What follows belongs to an exercise in optimizing a design on an open flow for small area; a production flow would make more cautious choices. Function was checked by simulation only, so behaviour that the tests miss may differ from the original. No driver is modelled on the clock port, so clocking that relies on it looks cheaper here than on a real chip. Power figures rest on the tool's default switching activity, not on a simulated workload.

== the previous run ==
## sdram_controller
module sdram_controller (
    wr_addr,
    wr_data,
    wr_enable,
    rd_addr,
    rd_data,
    rd_ready,
    rd_enable,
    busy, rst_n, clk,
    addr, bank_addr, data_in, data_out, data_oe, clock_enable, cs_n, ras_n, cas_n, we_n,
    data_mask_low, data_mask_high
);
==> flow/config.mk <==
export PLATFORM = sky130hd
export DESIGN_NAME = sdram_controller
export DESIGN_NICKNAME = sdram_controller
export VERILOG_FILES = /design/flow/design.v
export SDC_FILE = /design/flow/constraint.sdc
export NUM_CORES = 4
export LEC_CHECK = 0
export CAP_MARGIN = 20
export CORE_MARGIN = 2
export CORE_UTILIZATION = 40
export PLACE_DENSITY = 0.6
export SLEW_MARGIN = 20
==> flow/constraint.sdc <==
create_clock -name core_clock -period 7.5 [get_ports {clk}]
set_input_delay 1.5000 -clock core_clock [delete_from_list [all_inputs] [get_ports {clk}]]
set_output_delay 1.5000 -clock core_clock [all_outputs]
set_load 0.01 [all_outputs]
standard.sh (not shown) runs the stock make flow with config.mk's settings and CLKGATE_MAP_FILE= SYNTH_SCRIPT=/design/flow/synth_recipe.tcl, a recipe that flattens the netlist after the stock synthesis.
==> flow/flow/run.sh <==
#!/bin/bash
# Standard ORFS layout, with each port buffered by the smallest buffer (buf_1).
set -euo pipefail
export BUFFER_PORTS_ARGS="-buffer_cell sky130_fd_sc_hd__buf_1"
bash standard.sh finish > flow_make.log 2>&1
Input-level comparison between the current run and the previous run:
==> flow/run.sh (new file) <==
#!/bin/bash
# synth_recipe.tcl (not shown) runs the flow's synth.tcl, then flattens the netlist and writes it again
# the make line also repeats each setting of config.mk as NAME=value (left out here)
make -C /OpenROAD-flow-scripts/flow DESIGN_CONFIG=/design/flow/config.mk WORK_HOME=/design/flow/orfs CLKGATE_MAP_FILE= SYNTH_SCRIPT=/design/flow/synth_recipe.tcl finish
removed: flow/flow/run.sh
removed: flow/standard.sh
--- outcome ---
The current run did not stop at any stage, and its layout met the timing, DRC and antenna checks.
Taking the previous run as the reference point, the sequential share of layout area of the current run falls by 5.8 points.
Diff the previous run..the current run | area used by multi-input combinational logic | unchanged
In the metrics for the previous run and the current run, the one carrying the higher fill cell total of the finished layout is the previous run.
Per the comparison of the current run with the previous run, count of non-CTS buffers in the layout increased 0.70%; final critical delay including setup and external delays increased 420 ps; power dissipated in combinational cells increased about 44%; via count decreased 61.
Comparing the previous run and the current run, the lower part of the power in the clock network was measured on the previous run.

* * *

The RTL this note starts from:
==> flow/design.v <==
module sdram_controller (
    wr_addr,
    wr_data,
    wr_enable,
    rd_addr,
    rd_data,
    rd_ready,
    rd_enable,
    busy, rst_n, clk,
    addr, bank_addr, data_in, data_out, data_oe, clock_enable, cs_n, ras_n, cas_n, we_n,
    data_mask_low, data_mask_high
);
input  [23:0] wr_addr;
input  [15:0] wr_data;
input         wr_enable;
input  [23:0] rd_addr;
output [15:0] rd_data;
input         rd_enable;
output        rd_ready;
output        busy;
input         rst_n;
input         clk;
output [12:0] addr;
output [1:0]  bank_addr;
input  [15:0] data_in;
output [15:0] data_out;
output        data_oe;
output        clock_enable;
output        cs_n;
output        ras_n;
output        cas_n;
output        we_n;
output        data_mask_low;
output        data_mask_high;
localparam [9:0] S0  = 10'd363;    
localparam [9:0] SM11 = 10'd291;   
reg [12:0] row_n;      
wire [12:0] row_r = ~row_n;
reg [8:0]  col_n;      
reg [1:0]  bank_n;     
wire [8:0] col_r  = ~col_n;
wire [1:0] bank_r = ~bank_n;
reg [15:0] dq_n;       
wire [15:0] dq = ~dq_n;
reg [9:0]  rcnt_q;     
localparam [9:0] RMASK = 10'b1010101010;
wire [9:0] rcnt = rcnt_q ^ RMASK;
reg        ref_due;    
reg [1:0]  mode_n;     
wire [1:0] mode = ~mode_n;
wire       acc = mode[1];               
wire       rd  = mode[0];               
wire       seq = ~mode[1] & mode[0];    
reg [2:0]  phase;
wire ph_in  = phase[2] ? (~phase[1] & phase[0]) : (phase[1] | ~phase[0]);
wire post   = acc & phase[2] & ~phase[0] & (~phase[1] | ~rd);    
wire act    = acc & (phase == 3'b000);
wire cas    = acc & (phase == 3'b101);
wire dec    = (mode == 2'b00) | post;          
wire [9:0] rcnt_next = {rcnt[8:0], rcnt[9] ^ rcnt[2]};
wire at518  = ~rcnt[8] & ~rcnt[7] & ~rcnt[4] & ~rcnt[3] & ~rcnt[1] & ~rcnt[0];
wire s_pall = seq & ~rcnt[4] & ~rcnt[3] & ~rcnt[2];                  
wire s_ref  = seq & ((~rcnt[6] & ~rcnt[5] & ~rcnt[4]) |
                     (~rcnt[9] & rcnt[7] & rcnt[4] & ~rcnt[2]));    
wire s_mrs  = seq & ~rcnt[4] & ~rcnt[2] & ~rcnt[1];                  
wire s_end  = ~rcnt[6] & rcnt[5] & ~rcnt[3] & rcnt[2];               
wire ld_rd = rd_enable;
wire ld_wr = ~rd_enable & wr_enable;
wire hold  = ~rd_enable & ~wr_enable;
wire dq_cap  = rd & ~dec;
wire dq_wr   = ~dq_cap & wr_enable;
wire dq_hold = ~dq_cap & ~wr_enable;
always @(posedge clk) begin
  {bank_n, col_n} <= ~(({11{ld_rd}} & {rd_addr[23:22], rd_addr[8:0]}) |
                     ({11{ld_wr}} & {wr_addr[23:22], wr_addr[8:0]}) |
                     ({11{hold}}  & {bank_r, col_r}));
  row_n <= ~(rd_enable ? rd_addr[21:9] : wr_addr[21:9]);
  dq_n <= ~(({16{dq_cap}} & data_in) |
            ({16{dq_wr}}  & wr_data) |
            ({16{dq_hold}} & dq));
  phase <= dec ? 3'b000 : {phase[1:0], ph_in};
  if (~rst_n) begin
    mode_n  <= ~2'b01;
    ref_due <= 1'b0;
    rcnt_q  <= S0 ^ RMASK;
  end else if (dec & ref_due) begin
    mode_n  <= ~2'b01;
    ref_due <= 1'b0;
    rcnt_q  <= SM11 ^ RMASK;
  end else begin
    if (dec)
      mode_n <= ~{rd_enable | wr_enable, rd_enable};
    else if (seq & s_end)
      mode_n <= ~2'b00;
    if (at518)
      ref_due <= 1'b1;
    rcnt_q <= rcnt_next ^ RMASK;
  end
end
assign clock_enable = 1'b1;
assign cs_n  = 1'b0;
assign ras_n = ~(act | s_pall | s_ref | s_mrs);
assign cas_n = ~(cas | s_ref | s_mrs);
assign we_n  = ~((cas & ~rd) | s_pall | s_mrs);
assign data_oe  = cas & ~rd;
assign data_out = dq;
assign data_mask_low  = ~acc | post;
assign data_mask_high = ~acc | post;
assign busy     = acc & (phase != 3'd0);
assign rd_ready = post & rd;
assign rd_data  = dq;
assign bank_addr = bank_r & {2{acc}};
assign addr[12:11] = row_r[12:11] & {2{acc}};
assign addr[10]    = acc ? (row_r[10] | ~act) : rcnt[1];   
assign addr[9]     = row_r[9] | ~acc;
assign addr[8:0]   = acc ? (act ? row_r[8:0] : col_r) : 9'h030;
endmodule
Settings: LEC_CHECK=0, CAP_MARGIN=0, CORE_MARGIN=2, CORE_UTILIZATION=40, PLACE_DENSITY=0.6, SLEW_MARGIN=0; clock period 7.5 ns.
==> flow/flow/run.sh <==
#!/bin/bash
# The standard ORFS layout (standard.sh) with these changes to how it is made:
#  - synthesis maps the logic with an area-oriented ABC script
#    (abc_area_map.script) in place of ORFS's delay-oriented one; everything
#    else in synthesis, including the flip-flops, their cells and names, is
#    the standard synthesis;
#  - each port is buffered by the smallest buffer (buf_1);
#  - post_floorplan.tcl drives the constant outputs from one tie cell;
set -euo pipefail
rm -rf scripts_area
cp -r "$FLOW_HOME/scripts" scripts_area
cp flow/abc_area_map.script scripts_area/abc_speed.script
export SCRIPTS_DIR="$PWD/scripts_area"
export BUFFER_PORTS_ARGS="-buffer_cell sky130_fd_sc_hd__buf_1"
export GPL_KEEP_OVERFLOW=0
export POST_FLOORPLAN_TCL="$PWD/flow/post_floorplan.tcl"
export POST_CTS_TCL="$PWD/flow/post_cts.tcl"
export CTS_ARGS="-sink_clustering_enable -repair_clock_nets -dont_use_dummy_load -buf_list sky130_fd_sc_hd__clkbuf_4"
bash standard.sh finish > flow_make.log 2>&1
Other scripts of this flow, unchanged in this note and not shown: flow/flow/abc_area_map.script, flow/flow/post_cts.tcl, flow/flow/post_floorplan.tcl
The baseline produced a clean layout.
Then changed:
--- a/flow/flow/run.sh
+++ b/flow/flow/run.sh
@@ -6,5 +6,4 @@
 #    the standard synthesis;
 #  - each port is buffered by the smallest buffer (buf_1);
-#  - post_floorplan.tcl drives the constant outputs from one tie cell;
 set -euo pipefail
 rm -rf scripts_area
@@ -13,5 +12,4 @@
 export SCRIPTS_DIR="$PWD/scripts_area"
 export BUFFER_PORTS_ARGS="-buffer_cell sky130_fd_sc_hd__buf_1"
-export GPL_KEEP_OVERFLOW=0
 export POST_FLOORPLAN_TCL="$PWD/flow/post_floorplan.tcl"
 export POST_CTS_TCL="$PWD/flow/post_cts.tcl"
PLACE_DENSITY = 0.9   (was 0.6)
=> The new run completed without violations; worst hold slack gets better by 0.0063 ns; setup slack gets better by 0.073 ns; global-route usage went up by 0.33 points; synthesized cell count stays the same; design area went up by about 0.7%.
Then changed:
CORE_UTILIZATION = 60   (was 40)
PLACE_DENSITY = 0.85   (was 0.9)
Outcome: Routed wire length falls by a few percent. Die area falls by a quarter to a third. Register-to-register slack hardly moves. Non-clock buffer count stays the same. Core utilization rises by 26 points. Clock skew falls by 0.053 ns. Count of clock-buffer cells in the layout stays the same. Sequential cell count is unchanged.

* * *

RTL: the design.v shown in full above, as it stands there.
==> flow/config.mk <==
export PLATFORM = sky130hd
export DESIGN_NAME = sdram_controller
export DESIGN_NICKNAME = sdram_controller
export VERILOG_FILES = /design/flow/design.v
export SDC_FILE = /design/flow/constraint.sdc
export NUM_CORES = 4
export LEC_CHECK = 0
export CAP_MARGIN = 0
export CORE_MARGIN = 2
export CORE_UTILIZATION = 40
export PLACE_DENSITY = 0.6
export SLEW_MARGIN = 0
==> flow/constraint.sdc <==
create_clock -name core_clock -period 7.5 [get_ports {clk}]
set_input_delay 1.5000 -clock core_clock [delete_from_list [all_inputs] [get_ports {clk}]]
set_output_delay 1.5000 -clock core_clock [all_outputs]
set_load 0.01 [all_outputs]
run.sh (not shown) runs the stock make flow with config.mk's settings and CLKGATE_MAP_FILE= SYNTH_SCRIPT=/design/flow/synth_recipe.tcl, a recipe that flattens the netlist after the stock synthesis.
Stock flow here: none of the scripts above is used.
The first run finished clean.
Edit:
==> flow/flow/run.sh (new file) <==
#!/bin/bash
# The standard ORFS layout (standard.sh) with these changes to how it is made:
#  - synthesis maps the logic with an area-oriented ABC script
#    (abc_area_map.script) in place of ORFS's delay-oriented one; everything
#    else in synthesis, including the flip-flops, their cells and names, is
#    the standard synthesis;
#  - each port is buffered by the smallest buffer (buf_1);
set -euo pipefail
rm -rf scripts_area
cp -r "$FLOW_HOME/scripts" scripts_area
cp flow/abc_area_map.script scripts_area/abc_speed.script
export SCRIPTS_DIR="$PWD/scripts_area"
export BUFFER_PORTS_ARGS="-buffer_cell sky130_fd_sc_hd__buf_1"
export POST_CTS_TCL="$PWD/flow/post_cts.tcl"
export CTS_ARGS="-sink_clustering_enable -repair_clock_nets -dont_use_dummy_load -buf_list sky130_fd_sc_hd__clkbuf_4"
bash standard.sh finish > flow_make.log 2>&1
==> flow/flow/abc_area_map.script (new file) <==
strash
dch
amap
topo
==> flow/flow/post_cts.tcl (new file) <==
proc post_cts_max_clk_slew {} {
  set mx 0
  foreach p [get_pins -hierarchical */CLK] {
    set s [get_property $p slew_max]
    if {$s > $mx} { set mx $s }
  }
  return $mx
}
estimate_parasitics -placement
set resized 0
foreach inst [get_cells clkbuf_*] {
  set out [get_pins -of_objects $inst -filter "direction==output"]
  if {[get_property $out slew_max] <= 0.11} { continue }
  foreach m {buf_6 clkbuf_8 clkbuf_16} {
    replace_cell $inst sky130_fd_sc_hd__$m
    estimate_parasitics -placement
    if {[get_property $out slew_max] <= 0.11} { break }
  }
  incr resized
}
foreach inst [get_cells clkbuf_*] {
  if {[get_property $inst ref_name] ne "sky130_fd_sc_hd__clkbuf_4"} { continue }
  foreach m {clkbuf_1 clkbuf_2 clkbuf_4} {
    replace_cell $inst sky130_fd_sc_hd__$m
    estimate_parasitics -placement
    if {$m eq "clkbuf_4" || [post_cts_max_clk_slew] <= 0.11} { break }
  }
  if {$m ne "clkbuf_4"} { incr resized }
}
puts "post_cts: resized $resized clock buffers, max clock pin slew [post_cts_max_clk_slew]"
if {$resized > 0} {
  detailed_placement
  estimate_parasitics -placement
}
==> flow/standard.sh (new file) <==
#!/bin/bash
# synth_recipe.tcl (not shown) runs the flow's synth.tcl, then flattens the netlist and writes it again
# the make line also repeats each setting of config.mk as NAME=value (left out here)
make -C /OpenROAD-flow-scripts/flow DESIGN_CONFIG=/design/flow/config.mk WORK_HOME=/design/flow/orfs CLKGATE_MAP_FILE= SYNTH_SCRIPT=/design/flow/synth_recipe.tcl "${@:-finish}"
removed: flow/run.sh
=>
- cell count decreases by 7.5%
- core utilization decreases by 12 points
- die area decreases by 17%
- combinational power decreases by 44%
- non-clock buffer count is unchanged
- setup slack gets better by 180 ps
- total power decreases by 31%
Edit:
--- a/flow/flow/run.sh
+++ b/flow/flow/run.sh
@@ -12,4 +12,6 @@
 export SCRIPTS_DIR="$PWD/scripts_area"
 export BUFFER_PORTS_ARGS="-buffer_cell sky130_fd_sc_hd__buf_1"
+export GPL_KEEP_OVERFLOW=0
+export POST_FLOORPLAN_TCL="$PWD/flow/post_floorplan.tcl"
 export POST_CTS_TCL="$PWD/flow/post_cts.tcl"
 export CTS_ARGS="-sink_clustering_enable -repair_clock_nets -dont_use_dummy_load -buf_list sky130_fd_sc_hd__clkbuf_4"
==> flow/flow/post_floorplan.tcl (new file) <==
# After floorplan: drive the constant-0 and constant-1 nets from one tie cell
# (sky130's conb_1 has both a HI and a LO output) instead of two.
set block [ord::get_db_block]
set hi_inst ""
set lo_inst ""
foreach inst [$block getInsts] {
  if {[[$inst getMaster] getName] ne "sky130_fd_sc_hd__conb_1"} { continue }
  set hi_net [[$inst findITerm HI] getNet]
  set lo_net [[$inst findITerm LO] getNet]
  if {$hi_net ne "NULL" && $lo_net eq "NULL" && $hi_inst eq ""} { set hi_inst $inst }
  if {$lo_net ne "NULL" && $hi_net eq "NULL" && $lo_inst eq ""} { set lo_inst $inst }
}
if {$hi_inst ne "" && $lo_inst ne ""} {
  set lo_net [[$lo_inst findITerm LO] getNet]
  [$lo_inst findITerm LO] disconnect
  [$hi_inst findITerm LO] connect $lo_net
  puts "post_floorplan: [$lo_inst getName] merged into [$hi_inst getName]"
  odb::dbInst_destroy $lo_inst
}
Clock-buffer cell count does not change; worst hold slack barely changes; utilization decreases by 0.39 points; synthesized cell count stays the same; final area decreases by 0.76%; power decreases by about 0.9%.
Edit:
--- a/flow/flow/run.sh
+++ b/flow/flow/run.sh
@@ -12,5 +12,4 @@
 export SCRIPTS_DIR="$PWD/scripts_area"
 export BUFFER_PORTS_ARGS="-buffer_cell sky130_fd_sc_hd__buf_1"
-export GPL_KEEP_OVERFLOW=0
 export POST_FLOORPLAN_TCL="$PWD/flow/post_floorplan.tcl"
 export POST_CTS_TCL="$PWD/flow/post_cts.tcl"
Effect:
- worst setup slack improves by 31 ps
- first-iteration DRC count falls by 14%
- hold slack gets better by 6.4 ps
- non-clock buffer count went up by 2
- total power is higher by 0.58%
- routed wire length went down by 0.68%
- cell area is higher by 0.58%

* * *

Another version of the RTL of sdram_controller (not shown whole).
Size in the first run: roughly 240 cells after synthesis, ~140 I/O pins, ~2800 sq um of cells after synthesis.
clock: 7.5 ns
lec_check: 0
cap_margin: 20
core_margin: 2
core_utilization: 40
place_density: 0.6
slew_margin: 20
standard.sh (not shown) runs the stock make flow with config.mk's settings and CLKGATE_MAP_FILE= SYNTH_SCRIPT=/design/flow/synth_recipe.tcl, a recipe that flattens the netlist after the stock synthesis.
==> flow/flow/run.sh <==
#!/bin/bash
# Standard ORFS layout, with each port buffered by buf_1 and a small clock tree
# (no dummy clock loads).
set -euo pipefail
export BUFFER_PORTS_ARGS="-buffer_cell sky130_fd_sc_hd__buf_1"
export CTS_ARGS="-repair_clock_nets -dont_use_dummy_load -buf_list sky130_fd_sc_hd__clkbuf_8 -root_buf sky130_fd_sc_hd__clkbuf_8 -sink_clustering_enable -sink_clustering_size 40 -sink_clustering_max_diameter 200"
bash standard.sh finish > flow_make.log 2>&1
The first run produced a clean layout.
Change:
==> flow/flow/run.sh (replaced) <==
#!/bin/bash
# Standard ORFS layout, with each port buffered by buf_1 and a small clock tree
# (no dummy clock loads).
set -euo pipefail
export BUFFER_PORTS_ARGS="-buffer_cell sky130_fd_sc_hd__buf_1"
export CTS_ARGS="-sink_clustering_enable -repair_clock_nets -dont_use_dummy_load -buf_list sky130_fd_sc_hd__clkbuf_4 -sink_clustering_size 24 -sink_clustering_max_diameter 100"
bash standard.sh finish > flow_make.log 2>&1
Outcome: Design area falls by 1.6%; worst hold slack improved by 7.9 ps; register-to-register slack is worse by 20 ps; via count shrinks by 0.33%; global-route usage hardly moves; setup slack loses 64 ps; routed wire length rose by 0.64%; cell count does not change; area after synthesis stays the same; power went down by 6.7%; flip-flop and latch count is unchanged.
Change:
==> flow/flow/run.sh (replaced) <==
#!/bin/bash
# Standard ORFS layout, with each port buffered by the smallest buffer (buf_1).
set -euo pipefail
export BUFFER_PORTS_ARGS="-buffer_cell sky130_fd_sc_hd__buf_1"
bash standard.sh finish > flow_make.log 2>&1
After rerunning: The changed run produced a clean layout; hold slack loses 6.7 ps; worst setup slack gains 44 ps; routed wire length climbs by 0.65%; global-route usage hardly moves.
Change:
Settings changed: CTS_BUF_LIST from default to sky130_fd_sc_hd__clkbuf_4.
Outcome: The new run completed without violations. Wire length came out lower by 0.51%. Worst setup slack gets worse by 72 ps. Register-to-register slack stays flat.

==> static timing again, ports no longer ideal <==
The flow's constraints put no driver on any port. The routed layouts listed below were extracted and timed again, unchanged, in two steps.
Step 1: set_driving_cell puts a clkbuf_16 on clk and a buf_2 on each other input, an assumption about the parent block.
Step 2 adds t to the input delays and takes it off the output delays; t is the mean of the earliest and latest rising clock arrival at the registers after step 1. Input paths then give back, and output paths get back, about the clock's delay inside the block.
Slacks: ideal / step 1 / step 2; pairs: ideal / step 1.
run	shift t [ns]	slack for setup (ns)	cell pins on the clock port's net
the previous run	0.370	3.873 / 3.842 / 3.526	1
the current run	0.387	3.458 / 3.421 / 3.139	1
the first run of note 2	0.521	3.774 / 3.748 / 3.509	1
the second run of note 2	0.541	3.847 / 3.821 / 4.335	1
the third run of note 2	0.481	3.913 / 3.888 / 4.325	1
the first run of note 3	0.333	3.798 / 3.770 / 4.103	1
the second run of note 3	0.377	3.978 / 3.953 / 4.330	1
the third run of note 3	0.521	3.774 / 3.748 / 3.509	1
the fourth run of note 3	0.548	3.805 / 3.780 / 4.328	1
the first run of note 4	0.354	3.930 / 3.902 / 4.256	1
the second run of note 4	0.406	3.867 / 3.840 / 4.246	1
the third run of note 4	0.362	3.911 / 3.883 / 4.245	1
the fourth run of note 4	0.417	3.840 / 3.813 / 4.230	1
After both steps every run listed still meets setup and hold. The setup slack of the previous run, which loses most, moves by -0.031 ns with the drivers and by -0.347 ns with both steps.
